Background: an optimization exercise with open tools, aiming at small area. Do not read the settings as production practice. The RTL was checked by simulation tests, not by an equivalence proof against the original design. In every run shown here, the design's own scripts or RTL, not TritonCTS, make the clock network. The clock input has no modelled driver; a real chip could not lean on it and would need a root buffer or a full tree. Power is estimated from default activity; no workload was simulated.

**design.v**
```verilog
`timescale 1ns / 1ps
module processor
(
    input clk, reset,
    output [5:0]  imem_addr,
    input  [31:0] imem_data,
    output [6:0]  dmem_addr,
    output [31:0] dmem_wdata,
    output        dmem_we,
    input  [31:0] dmem_rdata,
    output        result_valid,
    output [31:0] Result
);
    wire [31:0] w = imem_data;
    reg  [10:0] cnt;
    wire [4:0]  c = cnt[4:0];
    wire        last = &c;
    wire        first = ~|c;
    assign imem_addr = cnt[10:5];
    always @(posedge clk)
        if (reset) cnt <= 11'd0;
        else       cnt <= cnt + 11'd1;
    reg clr;
    always @(posedge clk)
        clr <= reset | (clr & ~last);
    wire is_r  = w[6:0] == 7'b0110011;
    wire is_i  = w[6:0] == 7'b0010011;
    wire is_l  = w[6:0] == 7'b0000011;
    wire is_s  = w[6:0] == 7'b0100011;
    wire ls    = is_l | is_s;
    wire [2:0] f3 = w[14:12];
    wire [6:0] f7 = w[31:25];
    wire op_sub = ~ls & is_r & (f3 == 3'd0) & (f7 == 7'h20);
    wire op_add = ls ? (f3 == 3'd2) : ((f3 == 3'd0) & (~is_r | (f7 == 7'h00)));
    wire op_slt = ~ls & (f3 == 3'd2);
    wire op_nor = ~ls & (f3 == 3'd4);
    wire op_or  = ~ls & (f3 == 3'd6);
    wire alu_src = ls | is_i;
    wire wr_rd  = is_r | is_i | is_l;
    reg  [4:0] rd_prev;
    reg        wb_en;
    reg  [31:0] s;           
    wire wd = s[0] & ~clr;
    reg  [1023:0] rf;
    wire [31:0] rin;         
    genvar k;
    generate
        for (k = 0; k < 32; k = k + 1) begin : g_ring
            wire we = clr | (wb_en & (rd_prev == k));
            assign rin[k] = we ? wd : rf[32*k];
            always @(posedge clk)
                rf[32*k +: 32] <= {rin[k], rf[32*k+1 +: 31]};
        end
    endgenerate
    wire a  = rin[w[19:15]];
    wire r2 = rin[w[24:20]];
    reg imm;
    always @(*) begin
        if (c >= 5'd11)            imm = w[31];
        else if (is_s && c < 5'd5) imm = w[7 + c];
        else                       imm = w[20 + c];
    end
    wire b   = alu_src ? imm : r2;
    wire inv = op_sub | op_slt;
    wire bb  = b ^ inv;
    reg  carry;
    wire cin  = first ? inv : carry;
    wire sum  = a ^ bb ^ cin;
    wire cout = (a & bb) | (a & cin) | (bb & cin);
    always @(posedge clk) carry <= cout;
    wire alu = (op_add | op_sub) ? sum :
               op_slt ? 1'b0 :
               op_or  ? (a | b) :
               op_nor ? ~(a | b) :
               (a & b);
    wire lt = a ^ bb ^ cout;
    wire slt_fix = op_slt & lt & last;
    wire ld_cap = is_l & last;
    always @(posedge clk) begin
        if (ld_cap) s <= dmem_rdata;
        else        s <= {alu, s[31:2], s[1] | slt_fix};
    end
    reg [31:1] d;
    always @(posedge clk) d <= {r2, d[31:2]};
    always @(posedge clk)
        if (last) begin
            rd_prev <= w[11:7];
            wb_en   <= wr_rd;
        end
    assign Result       = {alu, s[31:2], s[1] | slt_fix};
    assign result_valid = last & ~reset;
    assign dmem_addr    = s[9:3];
    assign dmem_wdata   = {r2, d[31:1]};
    assign dmem_we      = is_s & last & ~reset;
endmodule
```
**flow/run.sh**
```bash
#!/bin/bash
# Standard ORFS flow, with small port buffers and a hand-built clock tree
# (flow/clocktree.tcl) in place of TritonCTS.
set -euo pipefail
HERE=$PWD
export BUFFER_PORTS_ARGS="-buffer_cell sky130_fd_sc_hd__buf_1"
bash standard.sh place > standard_place.log 2>&1
rm -rf myscripts
cp -r "$FLOW_HOME/scripts" myscripts
cp flow/cts.tcl myscripts/cts.tcl
export CT_DIR=$HERE/flow
export CT_LEAF=${CT_LEAF:-sky130_fd_sc_hd__inv_2}
export CT_LEAF_N=${CT_LEAF_N:-8}
export CT_LEAF_SPAN=${CT_LEAF_SPAN:-60}
export CT_TARGET=${CT_TARGET:-0.110}
export CT_SIZES="sky130_fd_sc_hd__inv_2 sky130_fd_sc_hd__inv_4 sky130_fd_sc_hd__inv_6 sky130_fd_sc_hd__inv_8"
export CT_MID=${CT_MID:-sky130_fd_sc_hd__clkinv_16}
export CT_MID_N=${CT_MID_N:-40}
SCRIPTS_DIR=$HERE/myscripts bash standard.sh do-4_1_cts do-4_cts > standard_cts.log 2>&1
bash standard.sh > standard_finish.log 2>&1
```
**flow/clocktree.tcl**
```tcl
# Builds the clock tree by hand: the flip-flops are split into compact
# clusters by recursive bisection of their placement; each cluster gets a
# leaf driver at its centre, the leaf drivers are clustered again under mid
# drivers, and the mid drivers hang on the clock port's net.
# Leaves and mids are inverters, so each flip-flop sees the clock through
# exactly two inversions.

proc ct_split {items maxn {maxspan 1e12}} {
  set n [llength $items]
  set xs {}; set ys {}
  foreach it $items { lappend xs [lindex $it 1]; lappend ys [lindex $it 2] }
  set dx [expr {[tcl::mathfunc::max {*}$xs] - [tcl::mathfunc::min {*}$xs]}]
  set dy [expr {[tcl::mathfunc::max {*}$ys] - [tcl::mathfunc::min {*}$ys]}]
  if {$n <= 1 || ($n <= $maxn && $dx + $dy <= $maxspan)} { return [list $items] }
  set idx [expr {$dx >= $dy ? 1 : 2}]
  set sorted [lsort -integer -index $idx $items]
  set k [expr {max(2, ($n + $maxn - 1) / $maxn)}]
  set kl [expr {$k / 2}]
  set nl [expr {int(round(double($n) * $kl / $k))}]
  return [concat [ct_split [lrange $sorted 0 [expr {$nl - 1}]] $maxn $maxspan] \
                 [ct_split [lrange $sorted $nl end] $maxn $maxspan]]
}

# Drive each cluster of sinks {iterm x y} with a new cell of master mname.
# Returns the new cells' input pins as {iterm x y}.
proc ct_level {sinks mname maxn prefix {maxspan 1e12}} {
  set db [ord::get_db]
  set block [ord::get_db_block]
  set master [$db findMaster $mname]
  set out {}
  set i 0
  foreach cl [ct_split $sinks $maxn $maxspan] {
    set sx 0; set sy 0
    foreach s $cl { incr sx [lindex $s 1]; incr sy [lindex $s 2] }
    set cx [expr {$sx / [llength $cl]}]
    set cy [expr {$sy / [llength $cl]}]
    set inst [odb::dbInst_create $block $master "${prefix}_$i"]
    set net [odb::dbNet_create $block "${prefix}_net_$i"]
    $net setSigType CLOCK
    foreach s $cl {
      set it [lindex $s 0]
      $it disconnect
      $it connect $net
    }
    foreach it [$inst getITerms] {
      set m [$it getMTerm]
      if {[$m getSigType] ne "SIGNAL"} continue
      if {[$m getIoType] eq "OUTPUT"} { $it connect $net } else { set inp $it }
    }
    $inst setLocation $cx $cy
    $inst setPlacementStatus PLACED
    lappend out [list $inp $cx $cy]
    incr i
  }
  puts "clocktree: $prefix: [llength $out] x $mname for [llength $sinks] sinks"
  return $out
}

proc build_clock_tree {clkname leaf leafn leafspan mid midn} {
  set block [ord::get_db_block]
  set clk [$block findNet $clkname]
  set sinks {}
  foreach it [$clk getITerms] {
    set bb [[$it getInst] getBBox]
    lappend sinks [list $it [expr {([$bb xMin] + [$bb xMax]) / 2}] [expr {([$bb yMin] + [$bb yMax]) / 2}]]
  }
  set l1 [ct_level $sinks $leaf $leafn ctleaf [expr {$leafspan * 1000}]]
  set midn [expr {max($midn, ([llength $l1] + 3) / 4)}]
  set l2 [ct_level $l1 $mid $midn ctmid]
  foreach s $l2 {
    set it [lindex $s 0]
    $it disconnect
    $it connect $clk
  }
  # the clock port's net keeps only the port and the mid drivers
  [ord::get_db_block] findNet $clkname
}

# Worst slew at the sinks of each leaf driver, from the current parasitics.
proc ct_leaf_slew {inst} {
  set mx 0
  set net [[$inst findITerm Y] getNet]
  foreach it [$net getITerms] {
    if {[$it isOutputSignal]} continue
    set pin [get_pins [[$it getInst] getName]/[[$it getMTerm] getName]]
    set s [get_property $pin slew_max]
    if {$s > $mx} { set mx $s }
  }
  return $mx
}

# Upsize the leaf drivers whose sinks see a slew above target (ns).
proc ct_fix_slews {target sizes} {
  set block [ord::get_db_block]
  for {set pass 0} {$pass < 4} {incr pass} {
    estimate_parasitics -placement
    set changed 0
    set worst 0
    foreach inst [$block getInsts] {
      if {![string match ctleaf_* [$inst getName]]} continue
      set s [ct_leaf_slew $inst]
      if {$s > $worst} { set worst $s }
      if {$s <= $target} continue
      set m [[$inst getMaster] getName]
      set i [lsearch $sizes $m]
      if {$i < 0 || $i + 1 >= [llength $sizes]} continue
      replace_cell [$inst getName] [lindex $sizes [expr {$i + 1}]]
      incr changed
    }
    puts "clocktree: pass $pass worst leaf slew $worst, upsized $changed"
    if {$changed == 0} break
    detailed_placement
  }
}
```
**flow/cts.tcl**
```tcl
utl::set_metrics_stage "cts__{}"
source $::env(SCRIPTS_DIR)/load.tcl
source $::env(SCRIPTS_DIR)/lec_check.tcl
erase_non_stage_variables cts
load_design 3_place.odb 3_place.sdc

source $::env(CT_DIR)/clocktree.tcl
build_clock_tree clk $::env(CT_LEAF) $::env(CT_LEAF_N) $::env(CT_LEAF_SPAN) $::env(CT_MID) $::env(CT_MID_N)
set_propagated_clock [all_clocks]

set_placement_padding -global \
  -left $::env(CELL_PAD_IN_SITES_DETAIL_PLACEMENT) \
  -right $::env(CELL_PAD_IN_SITES_DETAIL_PLACEMENT)
detailed_placement
ct_fix_slews $::env(CT_TARGET) $::env(CT_SIZES)
log_cmd estimate_parasitics -placement
report_clock_skew
repair_timing_helper
detailed_placement
check_placement -verbose
report_metrics 4 "cts final"
orfs_write_db $::env(RESULTS_DIR)/4_1_cts.odb
orfs_write_sdc $::env(RESULTS_DIR)/4_cts.sdc
```
**standard.sh**
```bash
#!/bin/bash
# synth_recipe.tcl (not shown) runs the flow's synth.tcl, then flattens the netlist and writes it again
# the make line also repeats each setting of config.mk as NAME=value (left out here)
make -C /OpenROAD-flow-scripts/flow DESIGN_CONFIG=/design/flow/config.mk WORK_HOME=/design/flow/orfs CLKGATE_MAP_FILE= SYNTH_SCRIPT=/design/flow/synth_recipe.tcl "${@:-finish}"
```
**config.mk**
```make
export PLATFORM = sky130hd
export DESIGN_NAME = processor
export DESIGN_NICKNAME = processor
export VERILOG_FILES = /design/flow/design.v
export SDC_FILE = /design/flow/constraint.sdc
export NUM_CORES = 8
export LEC_CHECK = 0
export CAP_MARGIN = 20
export CORE_MARGIN = 2
export CORE_UTILIZATION = 40
export SLEW_MARGIN = 20
```
**constraint.sdc**
```tcl
create_clock -name core_clock -period 11.0 [get_ports {clk}]
set_input_delay 2.2000 -clock core_clock [delete_from_list [all_inputs] [get_ports {clk}]]
set_output_delay 2.2000 -clock core_clock [all_outputs]
set_load 0.01 [all_outputs]
```
==> results of run 1 <==
[metal layers]
metal  routed length [um]  part of all wire (%)  vias to the layer above
li1                     -                     -                     5526
met1                18200                    47                     5356
met2                17500                    45                      319
met3                 2610                   6.7                       56
met4                  665                   1.7                        4
met5                   23                 0.059                        -
[Yosys cell counts, types with 4 or more instances]
cell,count
a211oi_1,5
a21oi_1,26
a22oi_1,6
a311oi_1,5
a31oi_1,9
and3_1,4
buf_2,9
buf_4,40
clkbuf_1,26
dfxtp_1,1100
edfxtp_1,6
inv_1,21
mux2_2,36
mux2i_1,27
mux4_2,4
nand2_1,38
nand2b_1,17
nand3_1,17
nand4_1,7
nor2_1,47
nor2b_1,7
nor3_1,9
o21ai_0,11
o21ai_1,4
o31ai_1,4
xnor2_1,5
xor2_1,5
[sequential cells by signal, summed over array words and instances, names as in the netlist]
register  cells
carry         1
clr           1
cnt          11
d            31
rd_prev       5
rf         1024
s            32
wb_en         1
[logic make-up (layout without fill, tap and decap cells)]
family / after synthesis / in the layout
compound gates: 109 / 109
xor+xnor: 10 / 10
simple gates: 177 / 177
buf+inv: 98 / 320
mux: 68 / 68
flops: 1106 / 1106
fa+ha+maj: 5 / 5
[power by group through the flow]
stage / Combinational (mW) / Sequential (mW) / Clock (mW)
2_1_floorplan: 0.0948 / 4.15 / 0
3_3_place_gp: 0.122 / 4.15 / 0
3_5_place_dp: 0.122 / 4.15 / 0
4_1_cts: 0.122 / 4.06 / 1.73
5_1_grt: 0.132 / 4.06 / 1.90
6_report: 0.122 / 4.06 / 1.61
[worst reg2reg max path, stage by stage, from the launching register on]
cell	delay, ns
edfxtp_1	0.61
nor4b_2	0.59
nand3_1	0.37
a32o_1	0.32
a221o_1	0.26
a221oi_1	0.32
a211oi_1	0.12
a221oi_2	0.50
xnor2_1	0.23
fa_1	0.46
o41ai_1	0.59
mux2_2	0.31
[path summary, 6_finish.rpt]
check / slack, ns / endpoint / from
setup / recovery: 2.88 / Result[0] / imem_data[21]
hold / removal: 0.29 / rf[238]$_DFF_P_ / rf[239]$_DFF_P_
setup reg to reg: 6.28 / s[0]$_DFF_P_ / rd_prev[2]$_DFFE_PP_
hold reg to reg: 0.29 / rf[238]$_DFF_P_ / rf[239]$_DFF_P_
[final cells by class]
type	count	area, um2	share of cell area, %
Sequential cell	1106	22200	80.5
Multi-Input combinational cell	369	2650	9.60
Inverter	169	1080	3.93
Tap cell	846	1060	3.84
Timing Repair Buffer	151	593	2.15
[through the flow]
stage / setup WS (ns) / hold WS (ns) / power, mW
after floorplan: 3.72 / 0.310 / 4.24
after global placement: 2.80 / 0.310 / 4.27
after detailed placement: 2.78 / 0.312 / 4.27
after CTS: 2.78 / 0.287 / 5.91
after global routing: 2.51 / 0.275 / 6.09
final: 2.88 / 0.286 / 5.79
==> impl_metrics.csv, run 1 <==
group,metric,value,unit
outcome,status,"finished clean",
final_layout,nNetsFinal,1868,
floorplanning,fp.dieH,256,um
yosys,async_reset_ff_share,0,%
worst_hold_path,hold_path_depth,0,
floorplanning,ios,145,
clocking,path_clk_slew,0.09,ns
worst_setup_path,cp.depth,11,
worst_setup_path,crit_fanout,10,
placed_design,place_congestion,0.811,
yosys,synth_top_area_share,86.8,%
global_routing,grt_max_degree,46,
final_layout,area_growth_syn_to_layout,8.72,%
floorplanning,die_area,65500,um2
pwr,clkPwrFrac,27.8,%
placed_design,place_area,26600,um2
global_routing,gr-usage-all-layers,11.7,%
global_routing,use_met1,15.6,%
routing,drt-total-wl,39000,um
worst_setup_path,cp-start-kind,"input pin",
yosys,yosysTopAreaCell,"dfxtp_1",
worst_setup_path,crit_buf_inv,2,
yosys,yosys_warnings,1,
sta,setup_viol,0,
run,drv_cap,0,
global_routing,busiest_layer,"met2",
yosys,seq_area_frac_synth,87.5,%
worst_setup_path,cp.required,8.80,ns
yosys,syn-num-nets,1644,
yosys,synthDistinctLibCells,75,
routing,viasPerCell,4.26,
pwr,power_density,210,nW/um2
pwr,p_int,4.33,mW
worst_setup_path,critical_path_class,"in -> out",
yosys,netlist_instances,1573,
yosys,syn-cell-area,25400,um2
sta,slew_headroom,45.6,%
placed_design,placedCellCount,2493,
clocking,post_cts.repair.setup_buffers,0,
yosys,synth_top_family_by_area,"simple AND/OR/NAND/NOR gates",
worst_setup_path,r2r_cells,11,
sta,rsz0062_at_grt,"no",
yosys,synth_edf_count,6,
yosys,synth_mux_area_share,3.06,%
yosys,synth-seq-cells,1106,
pwr,p_switching,1.46,mW
clocking,clock_latency,0.35,ns
global_routing,grt_pass1_vias,11700,
yosys,synth_ff_type,"dfxtp_1",
final_layout,fill_cells,5735,
floorplanning,die_w,256,um
routing,dr.first_iter.drc_count,488,
yosys,yosys.area_share.simple,3.67,%
worst_setup_path,cp-end-kind,"primary output",
pwr,seqPwrFrac,70.1,%
placed_design,hpwl,25300,um
floorplanning,start_util,40.4,%
worst_setup_path,crit_arrival,5.92,ns
sta,fin_crit_sh,73.8,%
yosys,synthTopCellsByArea,"dfxtp_1, mux2_2, buf_4",
global_routing,grt_pass1_wl,62100,um
final_layout,drive_gt1_share,11.3,%
routing,drt_first_pass_iters,6,
clocking,cts_resized,0,
sta,period_needed,8.12,ns
global_routing,gr-usage-met2,18.7,%
sta,fmaxAchievable,123,MHz
sta,worstMarginPinSlew,0.814,ns
final_layout,layout.cells.non_filler,2641,
placed_design,portBuffers,144,
global_routing,overflow,0,
worst_setup_path,crit_family,"compound AO/OA/AOI/OAI gates",
routing,wl_per_cell,14.8,um
worst_setup_path,critPathSlowestCell,"o41ai_1",
routing,postRouteAntennaNets,0,
yosys,synth_fa_ha_area_share,0.306,%
sta,clock_skew,0.0442,ns
final_layout,post-route-util,43.9,%
sta,tns,0,ns
yosys,synthXorXnorAreaFrac,0.345,%
final_layout,final_cell_area,27600,um2
sta,maxSlewViolCount,0,
final_layout,n_antenna_cell,0,
floorplanning,row_count,92,
final_layout,layout_common_cells,"dfxtp_1, buf_1, inv_4",
worst_setup_path,crit_chain,"buf_1 -> nand2b_1 -> nand2b_1 -> o221a_2 -> a221oi_1 -> a211oi_1 -> a221oi_2 -> xnor2_1 -> fa_1 -> o41ai_1 -> buf_1",
worst_setup_path,slowest_delay,0.59,ns
worst_hold_path,hold_class,"reg -> reg",
yosys,avgSynthCellArea,16.1,um2
routing,vias,11300,
floorplanning,core,62900,um2
pwr,swShare,25.2,%
pwr,peakVddDrop,0.000203,V
clocking,cts_hold_buf,0,
routing,route.detailed.drc,0,
pwr,power_frac_comb,2.1,%
global_routing,antenna_found_initial,2,
global_routing,use_met3,3.21,%
yosys,synth_compound_area_share,3.03,%
sta,hold_viol,0,
final_layout,layout_commonest_cell,"dfxtp_1",
pwr,leakagePower,10.8,nW
==> run 2, diff against run 1 <==
--- a/flow/run.sh
+++ b/flow/run.sh
@@ -10,7 +10,7 @@
 cp flow/cts.tcl myscripts/cts.tcl
 export CT_DIR=$HERE/flow
 export CT_LEAF=${CT_LEAF:-sky130_fd_sc_hd__inv_2}
-export CT_LEAF_N=${CT_LEAF_N:-8}
+export CT_LEAF_N=${CT_LEAF_N:-10}
 export CT_LEAF_SPAN=${CT_LEAF_SPAN:-60}
 export CT_TARGET=${CT_TARGET:-0.110}
 export CT_SIZES="sky130_fd_sc_hd__inv_2 sky130_fd_sc_hd__inv_4 sky130_fd_sc_hd__inv_6 sky130_fd_sc_hd__inv_8"
==> impl_metrics.csv, run 2 <==
group,metric,value,unit
floorplanning,row_count,92,
sta,fmaxAchievable,124,MHz
yosys,ys_top_cells_by_count,"dfxtp_1, nor2_1, buf_4",
sta,setup_viol,0,
placed_design,portBuffers,144,
floorplanning,fp.dieH,256,um
sta,worstMarginPinSlew,0.792,ns
worst_setup_path,crit_fanout,10,
yosys,synth_edf_count,6,
final_layout,n_antenna_cell,0,
placed_design,post-place-ws,2.78,ns
final_layout,regArea,22200,um2
routing,postRouteAntennaNets,0,
final_layout,top_regs,"rf: 1024 flops, s: 32 flops, d: 31 flops",
final_layout,post-route-util,43.7,%
final_layout,drive_gt1_share,10.2,%
placed_design,place_congestion,0.811,
sta,slew_headroom,47.1,%
yosys,yosys_warnings,1,
worst_setup_path,crit_arrival,5.90,ns
sta,maxSlewViolCount,0,
pwr,swShare,24.5,%
yosys,async_reset_ff_share,0,%
clocking,cts_hold_buf,0,
worst_setup_path,cp-start-kind,"input pin",
yosys,synthDistinctLibCells,75,
global_routing,grt_pass1_vias,11500,
yosys,synth_most_common_cell,"dfxtp_1",
floorplanning,core,62900,um2
routing,drt-total-wl,39000,um
final_layout,fill_cells,5710,
pwr,p_int,4.30,mW
pwr,power_density,207,nW/um2
final_layout,largest_register,"rf",
final_layout,layout_common_cells,"dfxtp_1, buf_1, inv_4",
global_routing,gr-usage-all-layers,11.6,%
sta,fin_crit_sh,73.6,%
yosys,synth_ff_type,"dfxtp_1",
pwr,clkPwrFrac,26.6,%
clocking,clock_latency,0.31,ns
worst_setup_path,cp-end-kind,"primary output",
run,drv_cap,0,
final_layout,largest_register_ff_count,1024,
routing,vias,11200,
worst_setup_path,critical_path_class,"in -> out",
final_layout,area_growth_syn_to_layout,8.19,%
routing,dr.first_iter.drc_count,473,
yosys,seq_area_frac_synth,87.5,%
worst_setup_path,cp.required,8.80,ns
yosys,syn-cell-area,25400,um2
global_routing,overflow,0,
worst_hold_path,hold_class,"reg -> reg",
final_layout,layout_commonest_cell,"dfxtp_1",
sta,period_needed,8.10,ns
sta,hold_viol,0,
clocking,path_clk_slew,0.08,ns
floorplanning,start_util,40.4,%
global_routing,antenna_found_initial,2,
floorplanning,die_area,65500,um2
pwr,power_frac_comb,2.1,%
routing,wl_per_cell,14.9,um
yosys,syn-num-nets,1644,
yosys,yosysTopAreaCell,"dfxtp_1",
pwr,seqPwrFrac,71.2,%
routing,viasPerCell,4.26,
floorplanning,ios,145,
floorplanning,die_w,256,um
sta,worst_slack,2.90,ns
pwr,leakagePower,10.7,nW
pwr,peakVddDrop,0.000189,V
yosys,netlist_instances,1573,
yosys,avgSynthCellArea,16.1,um2
outcome,status,"finished clean",
pwr,p_switching,1.40,mW
final_layout,multi_input_area,2650,um2
sta,tns,0,ns
sta,clock_skew,0.0664,ns
routing,drt_first_pass_iters,5,
sta,rsz0062_at_grt,"no",
global_routing,grt_max_degree,46,
placed_design,hpwl,25300,um
yosys,synth_top_area_share,86.8,%
yosys,synthTopCellsByArea,"dfxtp_1, mux2_2, buf_4",
final_layout,nNetsFinal,1846,
routing,route.detailed.drc,0,
clocking,cts_resized,0,
yosys,synth-seq-cells,1106,
clocking,post_cts.repair.setup_buffers,0,
global_routing,grt_pass1_wl,61500,um
## run 2: cell counts after synthesis
No cell type changed its count.
## run 2: stage by stage
step,instance area (um2),power (mW),cells,hold slack (ns)
after floorplan,25400,4.24,1573,0.310
after global placement,26600,4.27,2493,0.310
after detailed placement,26600,4.27,2493,0.312
after CTS,27500,5.80,2619,0.269
after global routing,27500,5.97,2619,0.281
final,27500,5.69,2619,0.282
## run 2: area by class of cell
cell class / instances / share of cell area [%]
inverters: 147 / 3.46
well taps: 846 / 3.86
flip-flops and latches: 1106 / 80.9
multi-input cells: 369 / 9.65
repair buffers: 151 / 2.16
## run 2: worst paths after layout
kind | startpoint | to | slack [ns] | cells past startpoint
max | imem_data[21] | Result[0] | 2.90 | 11
min | rf[232]$_DFF_P_ | rf[231]$_DFF_P_ | 0.28 | 0
max reg2reg | rd_prev[2]$_DFFE_PP_ | s[0]$_DFF_P_ | 6.30 | 11
min reg2reg | rf[232]$_DFF_P_ | rf[231]$_DFF_P_ | 0.28 | 0
## run 2: power by group through the flow
stage          registers, mW  clock network [mW]  logic [mW]
5_1_grt                 4.06                1.78       0.132
4_1_cts                 4.06                1.62       0.122
2_1_floorplan           4.15                   0      0.0948
6_report                4.06                1.52       0.121
3_5_place_dp            4.15                   0       0.122
3_3_place_gp            4.15                   0       0.122
## run 2: cells by family after synthesis
family          Yosys count  share of synthesized area, %
fa+ha+maj                 5                         0.306
mux                      68                          3.06
xor+xnor                 10                         0.345
compound gates          109                          3.03
flops                  1106                          87.5
buf+inv                  98                          2.09
simple gates            177                          3.67
## run 2: metal layers
metal | routed length, um | vias up | GRT usage [%]
met5 | 25 | - | 0
met4 | 955 | 4 | 3.36
met3 | 2720 | 82 | 2.96
met2 | 17000 | 313 | 18.6
met1 | 18200 | 5284 | 15.7
li1 | - | 5474 | -
## run 2: critical path, cell delays in order
cell and delay, ns:
buf_1 0.46, nand2b_1 0.25, nand2b_1 0.24, o221a_2 0.29, a221oi_1 0.34, a211oi_1 0.12, a221oi_2 0.49, xnor2_1 0.22
fa_1 0.46, o41ai_1 0.59, buf_1 0.22

re-timing with driven ports:
Ports are ideal in the flow. The routed layouts listed here were re-timed in OpenROAD.
Step 1: set_driving_cell puts a clkbuf_16 on clk and a buf_2 on each other input, an assumption about the parent block.
Step 2, shift: input delay + t, output delay - t, t = (earliest + latest rising clock arrival at the registers) / 2. This alone moves slack from input paths to output paths.
a / b / c = no drivers / after step 1 / after step 2; a / b = the first two.
run	t (ns)	setup WS [ns]	hold slack, ns	worst slew at a driven data input, ns	pins driven straight from the clock port
run 1	0.601	2.883 / 2.824 / 2.824	0.286 / 0.285 / 0.285	0.09	4
run 2	0.550	2.903 / 2.844 / 2.844	0.282 / 0.280 / 0.280	0.09	4
After both steps setup and hold are still met in every run listed.
